From an optimization exercise on the open Yosys and OpenROAD flow, aimed at small area; shortcuts taken in it are not production practice.
At most, simulation tests tie the RTL to the original design; equivalence was not proved.
The clock port is modelled as an ideal driver, which makes a skipped or thinned clock tree look cheaper than it is; a real chip needs a root buffer or a tree.
No activity file was given, so power comes from the tool's default toggle rates.

Design ssd_top, start of the top module:
module ssd_top
#(
    parameter clk_freq = 1_024_000,
    parameter stable_time = 5
)
(
    input logic clk,
    input logic [1:0] btn,
    input logic sw,
    output logic led,
    output logic [6:0] seg,
    output logic chip_sel,
    input logic [3:0] row,
    output logic [3:0] col
);
localparam max_delay = clk_freq*stable_time/1024;
logic rst;
logic c_sel;
logic [12:0] count_div;
logic [4:0] hold;
logic key_cap;
logic btn1_rise;
logic btn1_pulse;
logic [4:0] seg1_d;
logic [4:0] seg2_d;
logic sel_d;
logic sw_d;
logic btn_press_toggle;
decoder decoder_i (
    .clk(clk),
    .rst(rst),
    .row(row),
    .col(col),
    .hold(hold),
    .cap(key_cap)
);
debounce db_i (
    .clk(clk),
    .rst(rst),
    .button(btn[1]),
    .at_s1(btn1_rise)
);
single_pulse_detector sp_i (
    .clk(clk),
    .rst(rst),
    .input_signal(btn1_rise),
    .output_pulse(btn1_pulse)
);
wire cd_wrap = (count_div == 13'd3344);  
always_ff @(posedge clk, posedge rst) begin
    if (rst)
        c_sel <= 1'b0;
    else if (sw == 0 ? btn1_pulse : cd_wrap)
        c_sel <= ~c_sel;
end
always_ff @(posedge clk) begin
    if (rst || (sw && cd_wrap))
        count_div <= 13'd0;
    else if (sw)
        count_div <= {count_div[11:0], ~(count_div[12] ^ count_div[5])};
end
always_ff @(posedge clk, posedge rst) begin
    if (rst) begin
        seg1_d <= 5'd0;
        seg2_d <= 5'd0;
    end else if (key_cap) begin
        if (sw_d == 0 || btn_press_toggle)
            seg1_d <= hold;
        if (sw_d == 1)
            seg2_d <= btn_press_toggle ? 5'd0 : hold;
    end
end
always_ff @(posedge clk) begin
    if (rst)
        btn_press_toggle <= 1'b1;
    else if (key_cap && sw_d)
        btn_press_toggle <= ~btn_press_toggle;
end
always_ff @(posedge clk) begin
    sel_d <= ~sw | c_sel;
    sw_d <= sw;
end
disp_ctrl dc_i (
    .disp_val(sel_d ? seg1_d : seg2_d),
    .seg_out(seg)
);
assign rst = btn[0];
assign led = sw;
assign chip_sel = c_sel;
endmodule
==> flow/config.mk <==
export PLATFORM = sky130hd
export DESIGN_NAME = ssd_top
export DESIGN_NICKNAME = ssd_top
export VERILOG_FILES = /design/flow/design.v
export SDC_FILE = /design/flow/constraint.sdc
export NUM_CORES = 4
export LEC_CHECK = 0
export ABC_AREA = 1
export CAP_MARGIN = 20
export CORE_MARGIN = 2
export CORE_UTILIZATION = 40
export PLACE_DENSITY = 0.6
export SLEW_MARGIN = 20
==> flow/constraint.sdc <==
create_clock -name core_clock -period 5.0 [get_ports {clk}]
set_input_delay 1.0000 -clock core_clock [delete_from_list [all_inputs] [get_ports {clk}]]
set_output_delay 1.0000 -clock core_clock [all_outputs]
set_load 0.01 [all_outputs]
standard.sh (not shown) runs the stock make flow with config.mk's settings and CLKGATE_MAP_FILE= SYNTH_SCRIPT=/design/flow/synth_recipe.tcl, a recipe that flattens the netlist after the stock synthesis.
==> flow/flow/run.sh <==
#!/bin/bash
set -e
HERE=$(pwd)
rm -rf "$HERE/orfs_scripts"
cp -r "$FLOW_HOME/scripts" "$HERE/orfs_scripts"
cp "$HERE/flow/abc_area.script" "$HERE/orfs_scripts/abc_area.script"
export SCRIPTS_DIR=$HERE/orfs_scripts
export PRE_CTS_TCL=$HERE/flow/cts_pre.tcl
export FLOW_CLK=clk
export FLOW_CTS_LEVELS=${FLOW_CTS_LEVELS:-4}
export FLOW_CTS_LEAF=${FLOW_CTS_LEAF:-sky130_fd_sc_hd__clkbuf_4}
export FLOW_CTS_ROOT=${FLOW_CTS_ROOT:-sky130_fd_sc_hd__clkbuf_8}
export BUFFER_PORTS_ARGS="-buffer_cell sky130_fd_sc_hd__buf_1"
bash standard.sh > standard.log 2>&1
==> flow/flow/abc_area.script <==
strash
dch -f
map -a
mfs2
strash
dch -f
map -a
topo
Other scripts of this flow, unchanged in this note and not shown: flow/flow/cts_pre.tcl
The first run produced a clean layout.
Change:
--- a/flow/flow/run.sh
+++ b/flow/flow/run.sh
@@ -7,0 +8 @@
+export ADDER_MAP_FILE=
==> flow/flow/abc_area.script (replaced) <==
strash
&get -n
&deepsyn -T 20
&put
dch -f
amap
topo
The new run completed with no timing, DRC or antenna violations.
Critical path depth is higher by 3.
Final cell count is lower by a little under a tenth.
Combinational power rose by well over a third.
Utilization drops by 0.92 points.
Clock skew decreases by 6.3 ps.
Area after synthesis fell by a few percent.
Die area is lower by a few percent.
Via count goes down by a few percent.
Sequential cell count does not change.
Wire length went down by a few percent.
Change:
==> flow/flow/abc_area.script (replaced) <==
strash
dch -f
map -a
mfs2
strash
dch -f
map -a
topo
Outcome: The changed run went through all stages and came out clean. Cell area increases by 1.7%. First-iteration DRC count increases by 19%. Routed wire length rises by 0.73%. Register-to-register slack loses 50 ps. Sequential power is about the same. Worst hold slack got worse by 6.1 ps. Global-route usage decreases by 0.13 points. Die area goes up by 1.6%. Power goes down by 2.1%. Clock skew is about the same.
Change:
--- a/flow/flow/run.sh
+++ b/flow/flow/run.sh
@@ -4,5 +3,0 @@
-rm -rf "$HERE/orfs_scripts"
-cp -r "$FLOW_HOME/scripts" "$HERE/orfs_scripts"
-cp "$HERE/flow/abc_area.script" "$HERE/orfs_scripts/abc_area.script"
-export SCRIPTS_DIR=$HERE/orfs_scripts
-export ADDER_MAP_FILE=
- ABC_AREA: 1 -> unset
removed: flow/flow/abc_area.script
=>
- The new run ran to the end with no violations
- die area rose by 6.6%
- global-route usage stays flat
- via count goes down by 4.1%
In every run of this note, the design's own scripts or RTL, not TritonCTS, make the clock network.

========
Another version of the RTL of ssd_top (not shown whole).
For scale: roughly 400 cells after synthesis, ~21 I/O pins, ~5100 um2 of cells after synthesis.
clock: 5.0 ns
lec_check: 0
cap_margin: 20
core_margin: 2
core_utilization: 40
place_density: 0.6
slew_margin: 20
==> flow/flow/run.sh <==
#!/bin/bash
set -e
HERE=$(pwd)
export PRE_CTS_TCL=$HERE/flow/cts_pre.tcl
export FLOW_CLK=clk
export FLOW_CTS_LEVELS=${FLOW_CTS_LEVELS:-4}
export FLOW_CTS_LEAF=${FLOW_CTS_LEAF:-sky130_fd_sc_hd__clkbuf_4}
export FLOW_CTS_ROOT=${FLOW_CTS_ROOT:-sky130_fd_sc_hd__clkbuf_16}
export BUFFER_PORTS_ARGS="-buffer_cell sky130_fd_sc_hd__buf_1"
bash standard.sh > standard.log 2>&1
==> flow/flow/cts_pre.tcl <==
# Sourced by ORFS's cts.tcl before clock_tree_synthesis (PRE_CTS_TCL).
# Replaces TritonCTS with a plain two-level tree: the clock port drives one
# root buffer, which drives one leaf buffer per group of flip-flops; the
# groups come from splitting the flip-flops at the median, alternately in x
# and y, so that they are of equal size and compact.

proc my_split { items depth axis } {
  if { $depth == 0 || [llength $items] < 2 } { return [list $items] }
  set idx [expr { $axis == 0 ? 1 : 2 }]
  set sorted [lsort -integer -index $idx $items]
  set half [expr { [llength $sorted] / 2 }]
  set a [lrange $sorted 0 [expr { $half - 1 }]]
  set b [lrange $sorted $half end]
  return [concat [my_split $a [expr { $depth - 1 }] [expr { 1 - $axis }]] \
                 [my_split $b [expr { $depth - 1 }] [expr { 1 - $axis }]]]
}

rename clock_tree_synthesis my_orig_clock_tree_synthesis
proc clock_tree_synthesis { args } {
  set levels $::env(FLOW_CTS_LEVELS)
  set leaf_cell $::env(FLOW_CTS_LEAF)
  set root_cell $::env(FLOW_CTS_ROOT)
  set db [ord::get_db]
  set block [ord::get_db_block]
  set clk_net [$block findNet $::env(FLOW_CLK)]
  set sinks {}
  foreach it [$clk_net getITerms] {
    set inst [$it getInst]
    set bb [$inst getBBox]
    set x [expr { ([$bb xMin] + [$bb xMax]) / 2 }]
    set y [expr { ([$bb yMin] + [$bb yMax]) / 2 }]
    lappend sinks [list $it $x $y]
  }
  puts "bench cts: [llength $sinks] sinks on [$clk_net getName]"
  set groups [my_split $sinks $levels 0]
  set root_net [odb::dbNet_create $block clknet_root]
  $root_net setSigType CLOCK
  set rx 0; set ry 0; set n 0
  set i 0
  foreach g $groups {
    set sx 0; set sy 0
    foreach s $g { incr sx [lindex $s 1]; incr sy [lindex $s 2] }
    set cx [expr { $sx / [llength $g] }]
    set cy [expr { $sy / [llength $g] }]
    set buf [odb::dbInst_create $block [$db findMaster $leaf_cell] clkbuf_leaf_$i]
    set net [odb::dbNet_create $block clknet_leaf_$i]
    $net setSigType CLOCK
    foreach s $g {
      set it [lindex $s 0]
      $it disconnect
      $it connect $net
    }
    [$buf findITerm X] connect $net
    [$buf findITerm A] connect $root_net
    $buf setLocation $cx $cy
    $buf setPlacementStatus PLACED
    puts "bench cts: leaf $i [llength $g] sinks at $cx $cy"
    incr rx $cx; incr ry $cy; incr n
    incr i
  }
  set root [odb::dbInst_create $block [$db findMaster $root_cell] clkbuf_root]
  [$root findITerm A] connect $clk_net
  [$root findITerm X] connect $root_net
  $root setLocation [expr { $rx / $n }] [expr { $ry / $n }]
  $root setPlacementStatus PLACED
  set_propagated_clock [all_clocks]
}
Change:
==> flow/flow/run.sh (replaced) <==
#!/bin/bash
set -e
HERE=$(pwd)
export PRE_CTS_TCL=$HERE/flow/cts_pre.tcl
export FLOW_CLK=clk
export FLOW_CTS_LEVELS=${FLOW_CTS_LEVELS:-4}
export FLOW_CTS_LEAF=${FLOW_CTS_LEAF:-sky130_fd_sc_hd__clkbuf_4}
export FLOW_CTS_ROOT=${FLOW_CTS_ROOT:-sky130_fd_sc_hd__clkbuf_8}
export BUFFER_PORTS_ARGS="-buffer_cell sky130_fd_sc_hd__buf_1"
bash standard.sh > standard.log 2>&1
Result: Via count is about the same; global-route usage does not change; wire length barely changes; sequential power hardly moves; synthesized area is unchanged; critical path depth stays the same; sequential share of layout area went up by 0.14 points; total power went down by 0.89%.
No functional check of the RTL was part of any run of this note. No run of this note takes its clock network from TritonCTS; it comes from the design's own scripts or RTL.

========
## build 65
Another version of the RTL of ssd_top (not shown whole).
Size: roughly 430 cells after synthesis, about 21 I/O pins, about 5500 µm² of cells after synthesis.
Design ssd_top, start of the top module:
module ssd_top
#(
    parameter clk_freq = 1_024_000,
    parameter stable_time = 5
)
(
    input logic clk,
    input logic [1:0] btn,
    input logic sw,
    output logic led,
    output logic [6:0] seg,
    output logic chip_sel,
    input logic [3:0] row,
    output logic [3:0] col
);
localparam max_delay = clk_freq*stable_time/1024;
logic rst;
logic c_sel;
logic [12:0] count_div;
logic [4:0] hold;
logic key_cap;
logic btn1_rise;
logic btn1_pulse;
logic [4:0] seg_reg;
logic [4:0] seg1_reg;
logic [4:0] seg2_reg;
logic btn_press_toggle;
decoder decoder_i (
    .clk(clk),
    .rst(rst),
    .row(row),
    .col(col),
    .hold(hold),
    .cap(key_cap)
);
debounce db_i (
    .clk(clk),
    .rst(rst),
    .button(btn[1]),
    .rise(btn1_rise)
);
single_pulse_detector sp_i (
    .clk(clk),
    .rst(rst),
    .input_signal(btn1_rise),
    .output_pulse(btn1_pulse)
);
  ...
clock: 5.0 ns
lec_check: 0
cap_margin: 20
core_margin: 2
core_utilization: 40
place_density: 0.6
slew_margin: 20
run.sh (not shown) runs the stock make flow with config.mk's settings and CLKGATE_MAP_FILE= SYNTH_SCRIPT=/design/flow/synth_recipe.tcl, a recipe that flattens the netlist after the stock synthesis.
Stock flow here: none of the scripts above is used.
Modified inputs, trial 51 compared to build 65
==> flow/flow/run.sh (new file) <==
#!/bin/bash
set -e
export CTS_ARGS="-sink_clustering_enable -repair_clock_nets -dont_use_dummy_load -buf_list sky130_fd_sc_hd__clkbuf_8"
export BUFFER_PORTS_ARGS="-buffer_cell sky130_fd_sc_hd__buf_1"
bash standard.sh > standard.log 2>&1
==> flow/standard.sh (new file) <==
#!/bin/bash
# synth_recipe.tcl (not shown) runs the flow's synth.tcl, then flattens the netlist and writes it again
# the make line also repeats each setting of config.mk as NAME=value (left out here)
make -C /OpenROAD-flow-scripts/flow DESIGN_CONFIG=/design/flow/config.mk WORK_HOME=/design/flow/orfs CLKGATE_MAP_FILE= SYNTH_SCRIPT=/design/flow/synth_recipe.tcl "${@:-finish}"
removed: flow/run.sh
--- outcome ---
Build 65 → trial 51: switching share of power moved down, total power moved down. Looking at global-route total usage across every layer, trial 51 sits 0.37 points below build 65. Trial 51 has more setup slack than build 65.

==> static timing again, ports no longer ideal <==
The flow's constraints put no driver on any port. The routed layouts listed below were extracted and timed again, unchanged, in two steps.
Step 1 assumes that a clkbuf_16 drives the clock port and a buf_2 every other input.
Step 2, shift: input delay + t, output delay - t, t = (earliest + latest rising clock arrival at the registers) / 2. This alone moves slack from input paths to output paths.
a / b / c = ideal / step 1 / step 2; a / b = the first two.
run | t, ns | slack for setup (ns) | latest minus earliest clock arrival (ns) | worst register clock-pin slew, ns
the first run of note 1 | 0.452 | 1.492 / 1.462 / 1.914 | 0.021 / 0.020 | 0.11 / 0.11
the second run of note 1 | 0.444 | 1.595 / 1.566 / 2.010 | 0.016 / 0.016 | 0.11 / 0.11
the third run of note 1 | 0.433 | 1.581 / 1.553 / 1.986 | 0.020 / 0.020 | 0.11 / 0.11
the fourth run of note 1 | 0.449 | 1.439 / 1.409 / 1.858 | 0.023 / 0.023 | 0.11 / 0.11
the first run of note 2 | 0.391 | 1.473 / 1.441 / 1.832 | 0.020 / 0.020 | 0.11 / 0.11
the second run of note 2 | 0.441 | 1.419 / 1.391 / 1.831 | 0.020 / 0.021 | 0.11 / 0.11
build 65 | 0.450 | 1.672 / 1.635 / 1.735 | 0.014 / 0.014 | 0.07 / 0.07
trial 51 | 0.461 | 1.980 / 1.949 / 2.409 | 0.041 / 0.041 | 0.10 / 0.10
After both steps setup and hold are still met in every run listed.
